Context: an optimization exercise on an open-source flow, tuned for small area. The choices shown serve that exercise and are no tape-out recipe.
The RTL was checked by simulation tests, not by an equivalence proof against the original design.
Power and IR drop assume default switching activity.

Setup of build 55:
## rapcore
module rapcore (
    input  wire SCK,
    input  wire CS,
    input  wire COPI,
    output wire CIPO,
    output wire CHARGEPUMP,
    input  wire [0:0] analog_cmp1,
    output wire [0:0] analog_out1,
    input  wire [0:0] analog_cmp2,
    output wire [0:0] analog_out2,
    output wire [0:0] PHASE_A1,
    output wire [0:0] PHASE_A2,
    output wire [0:0] PHASE_B1,
    output wire [0:0] PHASE_B2,
    output wire [0:0] PHASE_A1_H,
    output wire [0:0] PHASE_A2_H,
    output wire [0:0] PHASE_B1_H,
    output wire [0:0] PHASE_B2_H,
    input  wire [0:0] ENC_B,
    input  wire [0:0] ENC_A,
    output wire BUFFER_DTR,
    output wire MOVE_DONE,
    input  wire HALT,
    input  wire [0:0] STEPINPUT,
    input  wire [0:0] DIRINPUT,
    input  wire [0:0] ENINPUT,
    output wire [0:0] STEPOUTPUT,
    output wire [0:0] ENOUTPUT,
    output wire [0:0] DIROUTPUT,
    input  resetn_in,
    input  CLK
);
  reg  [7:0] rst_cnt;
  ...
export LEC_CHECK = 0
export ABC_AREA = 1
export CAP_MARGIN = 0
export CORE_MARGIN = 2
export CORE_UTILIZATION = 65
export SLEW_MARGIN = 0
create_clock -name core_clock -period 10.0 [get_ports {CLK}]
standard.sh (not shown) runs the stock make flow with config.mk's settings and CLKGATE_MAP_FILE= SYNTH_SCRIPT=/design/flow/synth_recipe.tcl, a recipe that flattens the netlist after the stock synthesis.
==> flow/flow/run.sh <==
#!/bin/bash
# Layout flow: the standard synthesis; its combinational logic re-mapped by
# ABC for area (registers, adder cells and tie cells untouched); then the
# standard layout steps, with clock tree synthesis run without dummy loads.
set -euo pipefail
export CTS_ARGS="-sink_clustering_enable -repair_clock_nets -dont_use_dummy_load -sink_clustering_size 16 -sink_clustering_max_diameter 70 -buf_list sky130_fd_sc_hd__clkbuf_8"
bash standard.sh synth > synth.log 2>&1
R=orfs/results/sky130hd/rapcore/base
cp $R/1_2_yosys.v remap_in.v
export ABC_CONSTR=$PWD/orfs/objects/sky130hd/rapcore/base/abc.constr
yosys -c flow/remap.tcl > remap.log 2>&1
cp remap_out.v $R/1_2_yosys.v
bash standard.sh > layout.log 2>&1
==> flow/flow/remap.tcl <==
# Re-map the combinational logic of the standard synthesis netlist with ABC
# for area. Flip-flops, adder cells and tie cells are kept as they are.
set lib $::env(FLOW_HOME)/platforms/sky130hd/lib/sky130_fd_sc_hd__tt_025C_1v80.lib
set dont_use {sky130_fd_sc_hd__lpflow_bleeder_1 sky130_fd_sc_hd__lpflow_clkbufkapwr_1 sky130_fd_sc_hd__lpflow_clkbufkapwr_16 sky130_fd_sc_hd__lpflow_clkbufkapwr_2 sky130_fd_sc_hd__lpflow_clkbufkapwr_4 sky130_fd_sc_hd__lpflow_clkbufkapwr_8 sky130_fd_sc_hd__lpflow_clkinvkapwr_1 sky130_fd_sc_hd__lpflow_clkinvkapwr_16 sky130_fd_sc_hd__lpflow_clkinvkapwr_2 sky130_fd_sc_hd__lpflow_clkinvkapwr_4 sky130_fd_sc_hd__lpflow_clkinvkapwr_8 sky130_fd_sc_hd__lpflow_decapkapwr_12 sky130_fd_sc_hd__lpflow_decapkapwr_3 sky130_fd_sc_hd__lpflow_decapkapwr_4 sky130_fd_sc_hd__lpflow_decapkapwr_6 sky130_fd_sc_hd__lpflow_decapkapwr_8 sky130_fd_sc_hd__lpflow_inputiso0n_1 sky130_fd_sc_hd__lpflow_inputiso0p_1 sky130_fd_sc_hd__lpflow_inputiso1n_1 sky130_fd_sc_hd__lpflow_inputiso1p_1 sky130_fd_sc_hd__lpflow_inputisolatch_1 sky130_fd_sc_hd__lpflow_isobufsrc_1 sky130_fd_sc_hd__lpflow_isobufsrc_16 sky130_fd_sc_hd__lpflow_isobufsrc_2 sky130_fd_sc_hd__lpflow_isobufsrc_4 sky130_fd_sc_hd__lpflow_isobufsrc_8 sky130_fd_sc_hd__lpflow_isobufsrckapwr_16 sky130_fd_sc_hd__lpflow_lsbuf_lh_hl_isowell_tap_1 sky130_fd_sc_hd__lpflow_lsbuf_lh_hl_isowell_tap_2 sky130_fd_sc_hd__lpflow_lsbuf_lh_hl_isowell_tap_4 sky130_fd_sc_hd__lpflow_lsbuf_lh_isowell_4 sky130_fd_sc_hd__lpflow_lsbuf_lh_isowell_tap_1 sky130_fd_sc_hd__lpflow_lsbuf_lh_isowell_tap_2 sky130_fd_sc_hd__lpflow_lsbuf_lh_isowell_tap_4 sky130_fd_sc_hd__probe_p_8 sky130_fd_sc_hd__probec_p_8 }
set du_args {}
foreach c $dont_use { lappend du_args -dont_use $c }
yosys read_liberty -ignore_miss_func $lib
yosys setattr -mod -set keep_hierarchy 1 sky130_fd_sc_hd__fa_1 sky130_fd_sc_hd__ha_1
yosys setattr -mod -set blackbox 1 sky130_fd_sc_hd__dfxtp_1 sky130_fd_sc_hd__edfxtp_1 sky130_fd_sc_hd__conb_1
yosys read_verilog remap_in.v
yosys hierarchy -top rapcore
yosys flatten
yosys opt_clean
yosys abc -liberty $lib {*}$du_args -constr $::env(ABC_CONSTR) -D 10000 -script "+strash;dc2;&get,-n;&st;&dch;&nf,-a;&put;topo;stime,-c;buffer,-c;upsize,-c;dnsize,-c"
yosys setattr -mod -set blackbox 1 sky130_fd_sc_hd__fa_1 sky130_fd_sc_hd__ha_1
yosys splitnets
yosys opt_clean -purge
yosys hilomap -singleton -hicell sky130_fd_sc_hd__conb_1 HI -locell sky130_fd_sc_hd__conb_1 LO
yosys insbuf -buf sky130_fd_sc_hd__buf_4 A X
yosys opt_clean -purge
yosys tee -o remap_stat.txt stat -liberty $lib
yosys write_verilog -noattr -nohex -nodec remap_out.v
Input changes introduced in build 67 (baseline for comparison: build 55):
- CTS_CLUSTER_SIZE newly set to 16
- SLEW_MARGIN changed from 0 to 20
- CAP_MARGIN changed from 0 to 20
- CTS_BUF_LIST newly set to sky130_fd_sc_hd__clkbuf_8
- CTS_CLUSTER_DIAMETER newly set to 70
-- flow/flow/remap.tcl --
<<< build 55, line 14
yosys abc -liberty $lib {*}$du_args -constr $::env(ABC_CONSTR) -D 10000 -script "+strash;dc2;&get,-n;&st;&dch;&nf,-a;&put;topo;stime,-c;buffer,-c;upsize,-c;dnsize,-c"
>>> build 67, line 14
yosys abc -liberty $lib {*}$du_args -constr $::env(ABC_CONSTR) -D 10000 -script "+strash;&get,-n;&st;&dch;&nf,-a;&put;topo;stime,-c;buffer,-c;upsize,-c;dnsize,-c"
==> comparison <==
Build 67 reached the end of the flow, and the finished layout is clean on the timing, design-rule and antenna checks. Half-perimeter wire length of the detailed placement result in build 67 vs build 55: up about 3%. Relative to build 55, first-iteration DRC count has increased by 323 in build 67. | final critical-path share of the clock period | build 67 vs build 55 | 0.39 points lower |. Met2 routed wirelength (higher): build 67. The y dimension of the die on build 67 is in line with that on build 55. Total via count in the routed design ended up 0.82% higher on build 67 than on build 55. The lower clock-buffer cell count came out of build 55. Between build 67 and build 55, the difference in net switching fraction of the power is negligible. NOTE: area after synthesis in build 67 exceeds that of build 55.
Changes in build 83 relative to build 67:
- clearing CTS_CLUSTER_SIZE, which used to be 16
- clearing CTS_BUF_LIST, which used to be sky130_fd_sc_hd__clkbuf_8
- clearing CTS_CLUSTER_DIAMETER, which used to be 70
- swapping 20 for 0 in CAP_MARGIN
- swapping 20 for 0 in SLEW_MARGIN
-- flow/flow/run.sh --
<<< build 67, line 6
export CTS_ARGS="-sink_clustering_enable -repair_clock_nets -dont_use_dummy_load -sink_clustering_size 16 -sink_clustering_max_diameter 70 -buf_list sky130_fd_sc_hd__clkbuf_8"
>>> build 83, line 6
export BUFFER_PORTS_ARGS="-buffer_cell sky130_fd_sc_hd__buf_1"
export CTS_ARGS="-sink_clustering_enable -repair_clock_nets -dont_use_dummy_load -sink_clustering_size 18 -sink_clustering_max_diameter 75 -buf_list sky130_fd_sc_hd__clkbuf_8"
-- flow/flow/remap.tcl --
<<< build 67, line 14
yosys abc -liberty $lib {*}$du_args -constr $::env(ABC_CONSTR) -D 10000 -script "+strash;&get,-n;&st;&dch;&nf,-a;&put;topo;stime,-c;buffer,-c;upsize,-c;dnsize,-c"
>>> build 83, line 14
yosys abc -liberty $lib {*}$du_args -constr $::env(ABC_CONSTR) -D 10000 -script "+strash;dc2;&get,-n;&st;&dch;&nf,-a;&put;topo;stime,-c;buffer,-c;upsize,-c;dnsize,-c"
Results
Max power after layout across build 83 and build 67: build 67
In terms of number of resized instances in the post-cts repair step, build 83 and build 67 differ only marginally.
The initial antenna violation count in build 83 was higher than what build 67 gave.
Modified inputs, build 8 compared to build 83
- changing CORE_UTILIZATION from 65 to 75
-- flow/flow/run.sh --
<<< build 83, line 7
export CTS_ARGS="-sink_clustering_enable -repair_clock_nets -dont_use_dummy_load -sink_clustering_size 18 -sink_clustering_max_diameter 75 -buf_list sky130_fd_sc_hd__clkbuf_8"
>>> build 8, line 7
export CTS_ARGS="-sink_clustering_enable -repair_clock_nets -dont_use_dummy_load -sink_clustering_size 16 -sink_clustering_max_diameter 70 -buf_list sky130_fd_sc_hd__clkbuf_8"
Notes after the runs:
Build 8 -> build 83: placed wire-length estimate flat. Build 8 drops more vias than build 83. Summary of build 8 over build 83: sequential share of layout area stayed essentially flat; overall power after layout rose by 0.000035 W. Looking at required time at the worst-slack endpoint across build 83 and build 8, the one that comes out higher is build 8. Looking at share of total power in the clock network, build 8 sits 0.4 points above build 83.


Another version of the RTL of rapcore (not shown whole).
For scale: about 3,000 cells after synthesis, roughly 30 I/O pins, roughly 36,000 µm² of cells after synthesis.
export LEC_CHECK = 0
export ABC_AREA = 1
export CAP_MARGIN = 0
export CORE_MARGIN = 2
export CORE_UTILIZATION = 65
export SLEW_MARGIN = 0
create_clock -name core_clock -period 10.0 [get_ports {CLK}]
==> flow/flow/run.sh <==
#!/bin/bash
# Layout flow: the standard synthesis; its combinational logic re-mapped by
# ABC for area (registers, adder cells and tie cells untouched); then the
# standard layout steps, with clock tree synthesis run without dummy loads.
set -euo pipefail
export BUFFER_PORTS_ARGS="-buffer_cell sky130_fd_sc_hd__buf_1"
export CTS_ARGS="-sink_clustering_enable -repair_clock_nets -dont_use_dummy_load -sink_clustering_size 16 -sink_clustering_max_diameter 70 -buf_list sky130_fd_sc_hd__clkbuf_8"
bash standard.sh synth > synth.log 2>&1
R=orfs/results/sky130hd/rapcore/base
cp $R/1_2_yosys.v remap_in.v
export ABC_CONSTR=$PWD/orfs/objects/sky130hd/rapcore/base/abc.constr
yosys -c flow/remap.tcl > remap.log 2>&1
cp remap_out.v $R/1_2_yosys.v
bash standard.sh > layout.log 2>&1
==> flow/flow/remap.tcl <==
# Re-map the combinational logic of the standard synthesis netlist with ABC
# for area. Flip-flops, adder cells and tie cells are kept as they are.
set lib $::env(FLOW_HOME)/platforms/sky130hd/lib/sky130_fd_sc_hd__tt_025C_1v80.lib
set dont_use {sky130_fd_sc_hd__lpflow_bleeder_1 sky130_fd_sc_hd__lpflow_clkbufkapwr_1 sky130_fd_sc_hd__lpflow_clkbufkapwr_16 sky130_fd_sc_hd__lpflow_clkbufkapwr_2 sky130_fd_sc_hd__lpflow_clkbufkapwr_4 sky130_fd_sc_hd__lpflow_clkbufkapwr_8 sky130_fd_sc_hd__lpflow_clkinvkapwr_1 sky130_fd_sc_hd__lpflow_clkinvkapwr_16 sky130_fd_sc_hd__lpflow_clkinvkapwr_2 sky130_fd_sc_hd__lpflow_clkinvkapwr_4 sky130_fd_sc_hd__lpflow_clkinvkapwr_8 sky130_fd_sc_hd__lpflow_decapkapwr_12 sky130_fd_sc_hd__lpflow_decapkapwr_3 sky130_fd_sc_hd__lpflow_decapkapwr_4 sky130_fd_sc_hd__lpflow_decapkapwr_6 sky130_fd_sc_hd__lpflow_decapkapwr_8 sky130_fd_sc_hd__lpflow_inputiso0n_1 sky130_fd_sc_hd__lpflow_inputiso0p_1 sky130_fd_sc_hd__lpflow_inputiso1n_1 sky130_fd_sc_hd__lpflow_inputiso1p_1 sky130_fd_sc_hd__lpflow_inputisolatch_1 sky130_fd_sc_hd__lpflow_isobufsrc_1 sky130_fd_sc_hd__lpflow_isobufsrc_16 sky130_fd_sc_hd__lpflow_isobufsrc_2 sky130_fd_sc_hd__lpflow_isobufsrc_4 sky130_fd_sc_hd__lpflow_isobufsrc_8 sky130_fd_sc_hd__lpflow_isobufsrckapwr_16 sky130_fd_sc_hd__lpflow_lsbuf_lh_hl_isowell_tap_1 sky130_fd_sc_hd__lpflow_lsbuf_lh_hl_isowell_tap_2 sky130_fd_sc_hd__lpflow_lsbuf_lh_hl_isowell_tap_4 sky130_fd_sc_hd__lpflow_lsbuf_lh_isowell_4 sky130_fd_sc_hd__lpflow_lsbuf_lh_isowell_tap_1 sky130_fd_sc_hd__lpflow_lsbuf_lh_isowell_tap_2 sky130_fd_sc_hd__lpflow_lsbuf_lh_isowell_tap_4 sky130_fd_sc_hd__probe_p_8 sky130_fd_sc_hd__probec_p_8 }
set du_args {}
foreach c $dont_use { lappend du_args -dont_use $c }
yosys read_liberty -ignore_miss_func $lib
yosys setattr -mod -set keep_hierarchy 1 sky130_fd_sc_hd__fa_1 sky130_fd_sc_hd__ha_1
yosys setattr -mod -set blackbox 1 sky130_fd_sc_hd__dfxtp_1 sky130_fd_sc_hd__edfxtp_1 sky130_fd_sc_hd__conb_1
yosys read_verilog remap_in.v
yosys hierarchy -top rapcore
yosys flatten
yosys opt_clean
yosys abc -liberty $lib {*}$du_args -constr $::env(ABC_CONSTR) -D 10000 -script "+strash;dc2;&get,-n;&st;&dch;&nf,-a;&put;topo;stime,-c;buffer,-c;dnsize,-c"
yosys setattr -mod -set blackbox 1 sky130_fd_sc_hd__fa_1 sky130_fd_sc_hd__ha_1
yosys splitnets
yosys opt_clean -purge
yosys hilomap -singleton -hicell sky130_fd_sc_hd__conb_1 HI -locell sky130_fd_sc_hd__conb_1 LO
yosys insbuf -buf sky130_fd_sc_hd__buf_4 A X
yosys opt_clean -purge
yosys tee -o remap_stat.txt stat -liberty $lib
yosys write_verilog -noattr -nohex -nodec remap_out.v
Next try:
--- a/flow/flow/remap.tcl
+++ b/flow/flow/remap.tcl
@@ -12,5 +12,5 @@
 yosys flatten
 yosys opt_clean
-yosys abc -liberty $lib {*}$du_args -constr $::env(ABC_CONSTR) -D 10000 -script "+strash;dc2;&get,-n;&st;&dch;&nf,-a;&put;topo;stime,-c;buffer,-c;dnsize,-c"
+yosys abc -liberty $lib {*}$du_args -constr $::env(ABC_CONSTR) -D 10000 -script "+strash;dc2;&get,-n;&st;&dch,-f;&nf,-a,-R,1000;&put;topo;stime,-c;buffer,-c;dnsize,-c"
 yosys setattr -mod -set blackbox 1 sky130_fd_sc_hd__fa_1 sky130_fd_sc_hd__ha_1
 yosys splitnets
Via count falls by 2.2%.
Non-clock buffer count drops by 5.
Final area fell by 0.43%.
Global-route usage fell by 0.34 points.
Sequential share of layout area went up by 0.24 points.
Next try:
--- a/flow/flow/remap.tcl
+++ b/flow/flow/remap.tcl
@@ -12,5 +12,5 @@
 yosys flatten
 yosys opt_clean
-yosys abc -liberty $lib {*}$du_args -constr $::env(ABC_CONSTR) -D 10000 -script "+strash;dc2;&get,-n;&st;&dch,-f;&nf,-a,-R,1000;&put;topo;stime,-c;buffer,-c;dnsize,-c"
+yosys abc -liberty $lib {*}$du_args -constr $::env(ABC_CONSTR) -D 10000 -script "+strash;dc2;&get,-n;&st;&dch;&nf,-a;&put;topo;dnsize"
 yosys setattr -mod -set blackbox 1 sky130_fd_sc_hd__fa_1 sky130_fd_sc_hd__ha_1
 yosys splitnets
Effect: Final area stays flat; core utilization climbs by 0.59 points; critical path depth stays the same; routed wire length rose by 0.41%; power came out higher by 0.40%.

==> port drivers added, routing unchanged <==
No port has a modelled driver above. Below, the same layouts with a new extraction and two added sets of constraints.
Step 1 sets driving cells, clkbuf_16 on the clock port and buf_2 on the other inputs (assumed; they add their load-dependent delay and slew).
Step 2 adds t to the input delays and takes it off the output delays; t is the mean of the earliest and latest rising clock arrival at the registers after step 1. Input paths then give back, and output paths get back, about the clock's delay inside the block.
Slacks: ideal ports / drivers / drivers and shift; pairs: ideal ports / drivers.
run	shift t [ns]	setup slack, ns	hold WS [ns]	clock arrival spread, ns
build 55	0.759	0.932 / 0.932 / 0.932	0.340 / 0.340 / 0.340	0.040 / 0.040
build 67	0.744	0.971 / 0.971 / 0.971	0.338 / 0.338 / 0.338	0.081 / 0.081
build 83	0.747	0.899 / 0.899 / 0.899	0.343 / 0.343 / 0.343	0.054 / 0.054
build 8	0.740	0.833 / 0.833 / 0.833	0.343 / 0.343 / 0.343	0.054 / 0.055
the first run of note 2	0.758	0.987 / 0.987 / 0.987	0.325 / 0.325 / 0.325	0.053 / 0.053
the second run of note 2	0.766	0.828 / 0.828 / 0.828	0.336 / 0.336 / 0.336	0.034 / 0.034
the third run of note 2	0.752	0.761 / 0.761 / 0.761	0.332 / 0.332 / 0.332	0.087 / 0.086
After both steps setup and hold are still met in every run listed.
